This design comes from an exercise in tuning for small area, a short achievable clock period and few clock cycles per item on the open sky130 flow, not from production work.
Only simulation tests tie the RTL to the original design; equivalence was not proved.
No activity file was given, so power comes from the tool's default toggle rates.

## mmult
module mmult(
    input clk,
    input reset_n,
    input enable,
    input [0:9*8-1] A_mat,
    input [0:9*8-1] B_mat,
    output valid,
    output reg [0:9*17-1] C_mat
);
clock: 11.0 ns
lec_check: 0
cap_margin: 20
core_margin: 2
core_utilization: 40
cts_cluster_diameter: 130
cts_cluster_size: 18
slew_margin: 20
standard.sh (not shown) runs the stock make flow with config.mk's settings and CLKGATE_MAP_FILE= SYNTH_SCRIPT=/design/flow/synth_recipe.tcl, a recipe that flattens the netlist after the stock synthesis.
==> flow/flow/run.sh <==
#!/bin/bash
# Standard layout, with these changes: Yosys's "abc -fast" pre-pass is skipped
# (so the full adders extract with clean polarity), the port buffers are the
# smallest plain buffer instead of the delay buffer buffer_ports picks, and
# timing repair aims for 6.6 ns of setup slack instead of 0.
export SYNTH_ARGS=-noabc
export BUFFER_PORTS_ARGS="-buffer_cell sky130_fd_sc_hd__buf_1"
export SETUP_SLACK_MARGIN=6.6
bash standard.sh > standard.log 2>&1
Testbench counts at the start, summed over its fixed seeds: cycles 2,048, items 512.
==> next run, changes <==
- CTS_CLUSTER_DIAMETER: 130 -> 150
- CTS_CLUSTER_SIZE: 18 -> 20
The new run completed with no timing, DRC or antenna violations.
Final cell count hardly moves.
Synthesized cell count stays the same.
Die area is unchanged.
Non-clock buffer count does not change.
Area after synthesis is unchanged.

---

old:
Another version of the RTL of mmult (not shown whole).
Size: roughly 2900 cells after synthesis.
clock: 11.0 ns
lec_check: 0
cap_margin: 20
core_margin: 2
core_utilization: 40
slew_margin: 20
==> flow/flow/run.sh <==
#!/bin/bash
# Standard layout, with these changes: Yosys's "abc -fast" pre-pass is skipped
# (so the full adders extract with clean polarity), the port buffers are the
# smallest plain buffer instead of the delay buffer buffer_ports picks, and
# timing repair aims for 6.5 ns of setup slack instead of 0.
export SYNTH_ARGS=-noabc
export BUFFER_PORTS_ARGS="-buffer_cell sky130_fd_sc_hd__buf_1"
export SETUP_SLACK_MARGIN=6.5
bash standard.sh > standard.log 2>&1
Testbench counts of old, summed over its fixed seeds: cycles 2,048, items 512.
#### Input delta (new over old)
==> flow/flow/run.sh <==
#!/bin/bash
# Standard layout, with two changes: Yosys's "abc -fast" pre-pass is skipped
# (so the full adders extract with clean polarity) and the port buffers are
# the smallest plain buffer instead of the delay buffer buffer_ports picks.
cp standard.sh standard_sh.txt
cp config.mk config_mk.txt
export SYNTH_ARGS=-noabc
export BUFFER_PORTS_ARGS="-buffer_cell sky130_fd_sc_hd__buf_1"
bash standard.sh > standard.log 2>&1
Results
The final reports for new and old show critical path depth lower in the former. new and old ended up with nearly the same register fraction of the total cell area. Taking old as the reference, in new worst hold slack rose 0.0038 ns; detailed route wirelength on metal2 lost 160 um; clock skew was more or less identical. On layout overhead on the synthesized area: new sits below old. Number of gates given a new drive strength after cts: new vs old down 13. Layout inverter count without the clock tree essentially unchanged between old and new.

---

Starting RTL as in the previous note.
clock: 11.0 ns
lec_check: 0
cap_margin: 20
core_margin: 2
core_utilization: 40
slew_margin: 20
==> flow/flow/run.sh <==
#!/bin/bash
# Standard layout, with these changes: Yosys's "abc -fast" pre-pass is skipped
# (so the full adders extract with clean polarity), the port buffers are the
# smallest plain buffer instead of the delay buffer buffer_ports picks, and
# timing repair aims for 7.5 ns of setup slack instead of 0,
# using only gate sizing and pin swaps.
export SYNTH_ARGS=-noabc
export BUFFER_PORTS_ARGS="-buffer_cell sky130_fd_sc_hd__buf_1"
export SETUP_SLACK_MARGIN=7.5
export SETUP_MOVE_SEQUENCE=unbuffer,sizeup,swap
bash standard.sh > standard.log 2>&1
Testbench counts at the start, summed over its fixed seeds: cycles 2,048, items 512.
Edit:
--- a/flow/flow/run.sh
+++ b/flow/flow/run.sh
@@ -5,2 +5 @@
-# timing repair aims for 7.5 ns of setup slack instead of 0,
-# using only gate sizing and pin swaps.
+# timing repair aims for 6.5 ns of setup slack instead of 0.
@@ -9,2 +8 @@
-export SETUP_SLACK_MARGIN=7.5
-export SETUP_MOVE_SEQUENCE=unbuffer,sizeup,swap
+export SETUP_SLACK_MARGIN=6.5
- CTS_BUF_LIST: unset -> sky130_fd_sc_hd__clkbuf_4
Design area came out lower by about 8%.
Via count came out higher by 0.91%.
Die area stays the same.
Worst setup slack degrades by 0.20 ns.
Routed wire length came out lower by about 6%.
Register-to-register slack degrades by 0.20 ns.
Final cell count came out higher by about 3%.
Fmax came out lower by about 4.5%.
Clock power came out lower by 18%.
Clock skew came out higher by 0.028 ns.

---

Another version of the RTL of mmult (not shown whole).
For scale: about 310 flip-flops, roughly 300 I/O pins, roughly 0.027 mm^2 of cells after synthesis.
Settings: LEC_CHECK=0, CAP_MARGIN=20, CORE_MARGIN=2, CORE_UTILIZATION=40, CTS_CLUSTER_DIAMETER=150, CTS_CLUSTER_SIZE=20, SLEW_MARGIN=20; clock period 11.0 ns.
==> flow/flow/run.sh <==
#!/bin/bash
# Standard layout, with these changes: Yosys's "abc -fast" pre-pass is skipped
# (so the full adders extract with clean polarity), the port buffers are the
# smallest plain buffer instead of the delay buffer buffer_ports picks, and
# timing repair aims for 6.8 ns of setup slack instead of 0.
export SYNTH_ARGS=-noabc
export BUFFER_PORTS_ARGS="-buffer_cell sky130_fd_sc_hd__buf_1"
export SETUP_SLACK_MARGIN=6.8
bash standard.sh > standard.log 2>&1
The baseline completed without violations.
Testbench counts at the start, summed over its fixed seeds: cycles 2,048, items 512.
Edit:
--- a/flow/flow/run.sh
+++ b/flow/flow/run.sh
@@ -4,6 +4,6 @@
 # smallest plain buffer instead of the delay buffer buffer_ports picks, and
-# timing repair aims for 6.8 ns of setup slack instead of 0.
+# timing repair aims for 6.9 ns of setup slack instead of 0.
 export SYNTH_ARGS=-noabc
 export BUFFER_PORTS_ARGS="-buffer_cell sky130_fd_sc_hd__buf_1"
-export SETUP_SLACK_MARGIN=6.8
+export SETUP_SLACK_MARGIN=6.9
 bash standard.sh > standard.log 2>&1
- CORE_UTILIZATION: 40 -> 60
After rerunning: The new run ran to the end with no violations. Wire length goes down by 1.8%. Final area is about the same. Hold slack is better by 16 ps. Global-route usage goes up by 9.6 points.
Edit:
--- a/flow/flow/run.sh
+++ b/flow/flow/run.sh
@@ -4,6 +4,6 @@
 # smallest plain buffer instead of the delay buffer buffer_ports picks, and
-# timing repair aims for 6.9 ns of setup slack instead of 0.
+# timing repair aims for 7.1 ns of setup slack instead of 0.
 export SYNTH_ARGS=-noabc
 export BUFFER_PORTS_ARGS="-buffer_cell sky130_fd_sc_hd__buf_1"
-export SETUP_SLACK_MARGIN=6.9
+export SETUP_SLACK_MARGIN=7.1
 bash standard.sh > standard.log 2>&1
- CORE_UTILIZATION: 60 -> 40
The new run produced a clean layout.
Non-clock buffer count climbs by 47.
Hold slack is worse by 30 ps.
Design area increases by 7.7%.
Core utilization decreases by 18 points.
Setup slack improves by 110 ps.
Count of clock-buffer cells in the layout goes up by 1.
Wire length grows by 16%.
Edit:
--- a/flow/flow/run.sh
+++ b/flow/flow/run.sh
@@ -4,6 +4,6 @@
 # smallest plain buffer instead of the delay buffer buffer_ports picks, and
-# timing repair aims for 7.1 ns of setup slack instead of 0.
+# timing repair aims for 6.6 ns of setup slack instead of 0.
 export SYNTH_ARGS=-noabc
 export BUFFER_PORTS_ARGS="-buffer_cell sky130_fd_sc_hd__buf_1"
-export SETUP_SLACK_MARGIN=7.1
+export SETUP_SLACK_MARGIN=6.6
 bash standard.sh > standard.log 2>&1
What happened: The changed run ran to the end with no violations; setup slack degrades by 350 ps; cell count falls by 1.2%; die area does not change; final area goes down by about 8%; total power went down by 8.7%; hold slack gains 15 ps; sequential share of layout area goes up by 1.2 points; synthesized cell count stays the same; critical path depth is unchanged.

[afterwards: timing with drivers on the ports]
How much do the figures lean on ideal ports? The routed layouts below were timed once more, with nothing changed but the port constraints. Step 1 (the two cells are an assumption about what drives the block):
set clk [get_ports {clk}]
set_driving_cell -lib_cell sky130_fd_sc_hd__clkbuf_16 $clk
set_driving_cell -lib_cell sky130_fd_sc_hd__buf_2 [delete_from_list [all_inputs] $clk]
Step 2 adds t to the input delays and takes it off the output delays; t is the mean of the earliest and latest rising clock arrival at the registers after step 1. Input paths then give back, and output paths get back, about the clock's delay inside the block. Three values: no drivers, after step 1, after step 2; two values: the first two.
run | shift t [ns] | setup WS [ns] | worst register clock-pin slew, ns
the first run of note 1 | 0.629 | 6.769 / 6.769 / 6.360 | 0.10 / 0.10
the second run of note 1 | 0.613 | 6.796 / 6.796 / 6.363 | 0.11 / 0.11
old | 0.640 | 6.707 / 6.707 / 6.134 | 0.06 / 0.06
new | 0.641 | 6.092 / 6.092 / 6.015 | 0.07 / 0.07
the first run of note 3 | 0.653 | 6.861 / 6.861 / 6.766 | 0.06 / 0.06
the second run of note 3 | 0.928 | 6.664 / 6.664 / 5.939 | 0.08 / 0.08
the first run of note 4 | 0.617 | 6.860 / 6.796 / 6.483 | 0.10 / 0.10
the second run of note 4 | 0.613 | 6.960 / 6.901 / 6.441 | 0.11 / 0.11
the third run of note 4 | 0.615 | 7.066 / 7.003 / 6.684 | 0.10 / 0.10
the fourth run of note 4 | 0.617 | 6.712 / 6.648 / 6.480 | 0.10 / 0.10
After both steps every run listed still meets setup and hold. The setup slack of the second run of note 3, which loses most, moves by 0.000 ns with the drivers and by -0.725 ns with both steps.
